This is an optimization exercise on Yosys and OpenROAD, whose aim is a short achievable clock period and few clock cycles, not a production implementation.
The RTL was checked by simulation tests, not by an equivalence proof against the original design.
The flow treats the clock pin as an ideal source. Dropping or thinning the clock tree relies on that and would not hold on a real chip.
Power is estimated from default activity; no workload was simulated.

== run F ==
// conv
module conv(
    input rst,
    input clk,
    output M0_R_req,
    output [31:0] M0_addr,
    input [31:0] M0_R_data,
    output [3:0] M0_W_req,
    output [31:0] M0_W_data,
    output M1_R_req,
    output [31:0] M1_addr,
    input [31:0] M1_R_data,
    output [3:0] M1_W_req,
    output reg [31:0] M1_W_data,
    input start,
    output finish
);
    assign M0_W_req  = 4'd0;
    assign M0_W_data = 32'd0;
    reg        busy;           
    reg        done;           
    reg        req;            
    reg  [9:0] raddr;          
    reg  [9:0] rcnt;           
    reg        rv;             
    reg  [3:0] wsel;           
    reg  [4:0] col;            
    reg  [4:0] row;            
    reg        colok, rowok;   
    reg  [2:0] ov;             
    reg        wr;             
    reg  [9:0] waddr;          
    wire go      = start & ~busy & ~done;           
    wire lastw   = wr & (waddr == 10'd675);         
    wire n_busy  = ~rst & ((busy & ~lastw) | go);
    wire n_done  = ~rst & (done | lastw);
    wire n_req   = ~rst & ((req & (rcnt != 10'd792)) | go);
    wire [9:0] n_raddr = rst ? 10'd784 :
                         req ? ((raddr == 10'd792) ? 10'd0 : raddr + 10'd1) :
                         go ? 10'd784 : raddr;
    wire n_wr    = ~rst & ov[2];
    wire [9:0] n_waddr = rst ? 10'd0 : wr ? waddr + 10'd1 : go ? 10'd0 : waddr;
    wire pix_in = rv & (wsel == 4'd9);
    always @(posedge clk) begin
        busy  <= n_busy;
        done  <= n_done;
        req   <= n_req;
        raddr <= n_raddr;
        wr    <= n_wr;
        waddr <= n_waddr;
        if (rst) begin
            rv <= 1'b0;
            ov <= 3'd0;
        end else begin
            if (go) begin
                rcnt  <= 10'd0;
                wsel  <= 4'd0;
                col   <= 5'd0;
                row   <= 5'd0;
                colok <= 1'b0;
                rowok <= 1'b0;
            end
            if (req) rcnt <= rcnt + 10'd1;
            rv <= req;
            if (rv) begin
  ...
For scale: ~27000 cells after synthesis, roughly 300000 µm² of cells after synthesis.
==> flow/config.mk <==
export PLATFORM = sky130hd
export DESIGN_NAME = conv
export DESIGN_NICKNAME = conv
export VERILOG_FILES = /design/flow/design.v
export SDC_FILE = /design/flow/constraint.sdc
export NUM_CORES = 8
export LEC_CHECK = 0
export CAP_MARGIN = 30
export CORE_MARGIN = 2
export CORE_UTILIZATION = 65
export PLACE_DENSITY = 0.75
export SLEW_MARGIN = 30
export SYNTH_HIERARCHICAL = 1
==> flow/constraint.sdc <==
create_clock -name core_clock -period 12.0 [get_ports {clk}]
set_input_delay 2.4000 -clock core_clock [delete_from_list [all_inputs] [get_ports {clk}]]
set_output_delay 2.4000 -clock core_clock [all_outputs]
set_load 0.01 [all_outputs]
standard.sh (not shown) runs the stock make flow with config.mk's settings and CLKGATE_MAP_FILE= SYNTH_SCRIPT=/design/flow/synth_recipe.tcl, a recipe that flattens the netlist after the stock synthesis.
==> flow/flow/run.sh <==
#!/bin/bash
# Own layout flow: the standard synthesis unchanged, then the standard
# ORFS steps with these changes:
#  - flow/pin_clk.tcl puts the clock pin in the middle of the left edge;
#  - after clock tree synthesis, flow/post_cts.tcl moves the flip-flops that
#    drive output ports next to their port buffers (flow/outflops.tcl) and
#    replaces TritonCTS's tree with flow/ctree.tcl's: four levels of clock
#    inverters made by recursive bisection of the flip-flops, whose 4
#    first-level cells the clock port drives itself.
set -euo pipefail
MARGIN=${MARGIN:-9.0}
export CT_BITS=${CT_BITS:-"2 2 2 2"}
export CT_CELLS=${CT_CELLS:-"clkinv_16 clkinv_16 clkinv_16 clkinv_16"}
HERE=$(pwd)
bash standard.sh synth > synth.log 2>&1
bash standard.sh SETUP_SLACK_MARGIN=$MARGIN PRE_IO_PLACEMENT_TCL=$HERE/flow/pin_clk.tcl POST_CTS_TCL=$HERE/flow/post_cts.tcl finish > layout.log 2>&1
==> flow/flow/ctree.tcl <==

proc ct_env {name default} {
  if {[info exists ::env($name)]} { return $::env($name) }
  return $default
}

# bisect a list of {x y payload} into 2^levels groups, splitting each group at
# the median of its wider side
proc ct_split {items levels} {
  if {$levels == 0 || [llength $items] < 2} { return [list $items] }
  set xs [lmap it $items {lindex $it 0}]
  set ys [lmap it $items {lindex $it 1}]
  set dx [expr {[tcl::mathfunc::max {*}$xs] - [tcl::mathfunc::min {*}$xs]}]
  set dy [expr {[tcl::mathfunc::max {*}$ys] - [tcl::mathfunc::min {*}$ys]}]
  set k [expr {$dx >= $dy ? 0 : 1}]
  set sorted [lsort -real -index $k $items]
  set h [expr {[llength $sorted] / 2}]
  set a [ct_split [lrange $sorted 0 [expr {$h - 1}]] [expr {$levels - 1}]]
  set b [ct_split [lrange $sorted $h end] [expr {$levels - 1}]]
  return [concat $a $b]
}

proc ct_centre {pts} {
  set sx 0.0; set sy 0.0
  foreach it $pts {
    set sx [expr {$sx + [lindex $it 0]}]
    set sy [expr {$sy + [lindex $it 1]}]
  }
  set n [llength $pts]
  return [list [expr {round($sx / $n)}] [expr {round($sy / $n)}]]
}

# a tree node: {x y kids} where kids are nodes, or {x y sinks} at the last level
proc ct_node {items lvl} {
  if {$lvl == [llength $::ct_bits] - 1} {
    set xy [ct_centre $items]
    return [list [lindex $xy 0] [lindex $xy 1] $items]
  }
  set kids {}
  foreach g [ct_split $items [lindex $::ct_bits [expr {$lvl + 1}]]] {
    if {[llength $g]} { lappend kids [ct_node $g [expr {$lvl + 1}]] }
  }
  set xy [ct_centre $kids]
  return [list [lindex $xy 0] [lindex $xy 1] $kids]
}

proc ct_pin {inst dir} {
  foreach it [$inst getITerms] {
    if {$dir eq "in" && [$it isInputSignal]} { return $it }
    if {$dir eq "out" && [$it isOutputSignal]} { return $it }
  }
  error "ctree: no $dir pin on [$inst getName]"
}

proc ct_inst {node parent_net lvl} {
  set master [lindex $::ct_masters $lvl]
  set name "ctree_${lvl}_${::ct_count}"
  incr ::ct_count
  set inst [odb::dbInst_create $::ct_block $master $name]
  set w [$master getWidth]
  set h [$master getHeight]
  $inst setLocation [expr {[lindex $node 0] - $w / 2}] [expr {[lindex $node 1] - $h / 2}]
  $inst setPlacementStatus PLACED
  [ct_pin $inst in] connect $parent_net
  set net [odb::dbNet_create $::ct_block "ctnet_${lvl}_${::ct_count}"]
  $net setSigType CLOCK
  [ct_pin $inst out] connect $net
  if {$lvl == [llength $::ct_bits] - 1} {
    foreach s [lindex $node 2] { [lindex $s 2] connect $net }
    incr ::ct_leaves
  } else {
    foreach k [lindex $node 2] { ct_inst $k $net [expr {$lvl + 1}] }
  }
}

set ::ct_block [ord::get_db_block]
set ::ct_bits [ct_env CT_BITS "2 3 3"]
set ::ct_masters {}
set ninv 0
foreach c [ct_env CT_CELLS "clkbuf_16 clkbuf_16 clkbuf_16"] {
  set m [[ord::get_db] findMaster "sky130_fd_sc_hd__$c"]
  if {$m eq "NULL"} { error "ctree: no cell $c" }
  if {[string match "*inv*" $c]} { incr ninv }
  lappend ::ct_masters $m
}
if {[llength $::ct_masters] != [llength $::ct_bits]} { error "ctree: CT_CELLS and CT_BITS differ in length" }
if {$ninv % 2} { error "ctree: odd number of inverting levels" }
if {[lindex $::ct_bits 0] != 2} { error "ctree: the port drives 4 cells: CT_BITS must start with 2" }
set clk [$::ct_block findNet clk]

# the existing tree: cells reached from the clock port, and the sinks
set bufs {}
set nets {}
set sinks {}
set queue [list $clk]
while {[llength $queue]} {
  set n [lindex $queue 0]
  set queue [lrange $queue 1 end]
  foreach it [$n getITerms] {
    if {[$it isOutputSignal]} { continue }
    set inst [$it getInst]
    set m [[$inst getMaster] getName]
    if {[string match "sky130_fd_sc_hd__clkbuf_*" $m] || [string match "sky130_fd_sc_hd__clkinv*" $m]} {
      lappend bufs $inst
      set out {}
      foreach o [$inst getITerms] {
        if {[$o isOutputSignal] && [$o getNet] ne "NULL"} { set out [$o getNet] }
      }
      # TritonCTS's dummy loads have no output net
      if {$out eq {}} { continue }
      if {[string match "sky130_fd_sc_hd__clkinv*" $m]} { error "ctree: clock inverter [$inst getName]" }
      lappend nets $out
      lappend queue $out
    } else {
      lappend sinks $it
    }
  }
}
puts "ctree: removing [llength $bufs] clock tree cells; [llength $sinks] sinks"
foreach it $sinks { $it disconnect }
foreach b $bufs {
  foreach it [$b getITerms] { if {[$it getNet] ne "NULL"} { $it disconnect } }
  odb::dbInst_destroy $b
}
foreach n $nets { odb::dbNet_destroy $n }

set items {}
foreach it $sinks {
  set xy [$it getAvgXY]
  if {[lindex $xy 0] == 0} {
    set loc [[$it getInst] getLocation]
    set xy [list 1 [lindex $loc 0] [lindex $loc 1]]
  }
  lappend items [list [lindex $xy 1] [lindex $xy 2] $it]
}

set ::ct_count 0
set ::ct_leaves 0
foreach g [ct_split $items 2] {
  ct_inst [ct_node $g 0] $clk 0
}
puts "ctree: built $::ct_count cells ($::ct_leaves driving flip-flops), levels {$::ct_bits}, cells {[ct_env CT_CELLS {clkbuf_16 clkbuf_16 clkbuf_16}]}"

# Split the clusters of last-level cells whose flip-flop clock pins see a
# slew over limit_ps (estimated from placement): half of the flip-flops move
# to a new cell of the same kind, driven by the same net.
proc ct_max_sink_slew {net_name} {
  set w 0
  foreach pin [get_pins -of_objects [get_nets $net_name]] {
    if {[get_property $pin direction] ne "input"} { continue }
    foreach a {min max} { foreach e {rise fall} {
      set sl [sta::time_ui_sta [get_property $pin slew_${a}_$e]]
      if {$sl > $w} { set w $sl }
    } }
  }
  return [expr {$w * 1e12}]
}

proc ct_fix_slew {limit_ps} {
  set last [expr {[llength $::ct_bits] - 1}]
  set split 0
  foreach inst [$::ct_block getInsts] {
    if {![string match "ctree_${last}_*" [$inst getName]]} { continue }
    set out [[ct_pin $inst out] getNet]
    set s [ct_max_sink_slew [$out getName]]
    if {$s <= $limit_ps || $split >= 32} { continue }
    set items {}
    foreach it [$out getITerms] {
      if {[$it getInst] eq $inst} { continue }
      set xy [$it getAvgXY]
      lappend items [list [lindex $xy 1] [lindex $xy 2] $it]
    }
    if {[llength $items] < 2} { continue }
    lassign [ct_split $items 1] g1 g2
    set master [$inst getMaster]
    set name "ctree_${last}_${::ct_count}"
    incr ::ct_count
    set new [odb::dbInst_create $::ct_block $master $name]
    set xy [ct_centre $g2]
    $new setLocation [expr {[lindex $xy 0] - [$master getWidth] / 2}] [expr {[lindex $xy 1] - [$master getHeight] / 2}]
    $new setPlacementStatus PLACED
    [ct_pin $new in] connect [[ct_pin $inst in] getNet]
    set net [odb::dbNet_create $::ct_block "ctnet_${last}_${::ct_count}"]
    $net setSigType CLOCK
    [ct_pin $new out] connect $net
    foreach s2 $g2 { [lindex $s2 2] disconnect; [lindex $s2 2] connect $net }
    set xy [ct_centre $g1]
    $inst setLocation [expr {[lindex $xy 0] - [$master getWidth] / 2}] [expr {[lindex $xy 1] - [$master getHeight] / 2}]
    $inst setPlacementStatus PLACED
    incr split
    puts "ctree: split [$inst getName] ([format %.1f $s] ps)"
  }
  return $split
}
Other scripts of this flow, unchanged in this note and not shown: flow/flow/outflops.tcl, flow/flow/pin_clk.tcl, flow/flow/post_cts.tcl
Testbench counts of run F, summed over its fixed seeds: cycles 25,568.
Modified inputs, run H compared to run F
--- a/flow/flow/ctree.tcl
+++ b/flow/flow/ctree.tcl
@@ -66,2 +66,4 @@
   $net setSigType CLOCK
+  # the upper levels' long wires get TritonCTS's double-spacing rule
+  if {$lvl < [llength $::ct_bits] - 1 && $::ct_ndr ne "NULL"} { $net setNonDefaultRule $::ct_ndr }
   [ct_pin $inst out] connect $net
@@ -76,2 +78,3 @@
 set ::ct_block [ord::get_db_block]
+set ::ct_ndr [$::ct_block findNonDefaultRule CTS_NDR_0]
 set ::ct_bits [ct_env CT_BITS "2 3 3"]
Run H — headroom to the max-slew limit 0.55 points lower, run F as reference. Compared run H vs run F, and total via count in the routed design is up in run H. Against run F, run H reports a slew at the pin closest to its max-slew limit that is higher. On proportion of total power due to net switching, run F tracks run H almost exactly. Between run H and run F, the setup slack of the critical path after layout is higher for run H. On number of max-capacitance violations reported, run H and run F are neck and neck. Run H vs run F: first-pass GRT wire length up slightly. Post-route clock period utilization of run H is on par with run F. Run H vs. run F: setup clock skew after layout saw a decrease, met2 capacity usage during global routing saw an increase, part of the total power dissipated in combinational logic saw little to no change.
In every run of this note, the design's own scripts or RTL, not TritonCTS, make the clock network.

-- what the ideal ports hide --
The results above use ideal ports. As a check the final layouts listed here were re-extracted and re-timed, cells and wires unchanged. Step 1, drivers: a clkbuf_16 drives clk and a buf_2 each remaining input, both assumed. Step 2 moves the port delays by t, midway between the first and last clock arrival at a register: inputs arrive t later, outputs are due t later. That takes back most of the time a late clock gives input paths. a / b / c = ideal ports / drivers / drivers and shift; a / b = the first two.
run	t, ns	setup WS [ns]	worst setup path at the end	pins driven straight from the clock port
run F	0.978	8.553 / 8.154 / 7.890	input to register	4
run H	0.957	8.569 / 8.174 / 7.967	input to register	4
After both steps every run listed still meets setup and hold. The setup slack of run F, which loses most, moves by -0.399 ns with the drivers and by -0.663 ns with both steps.
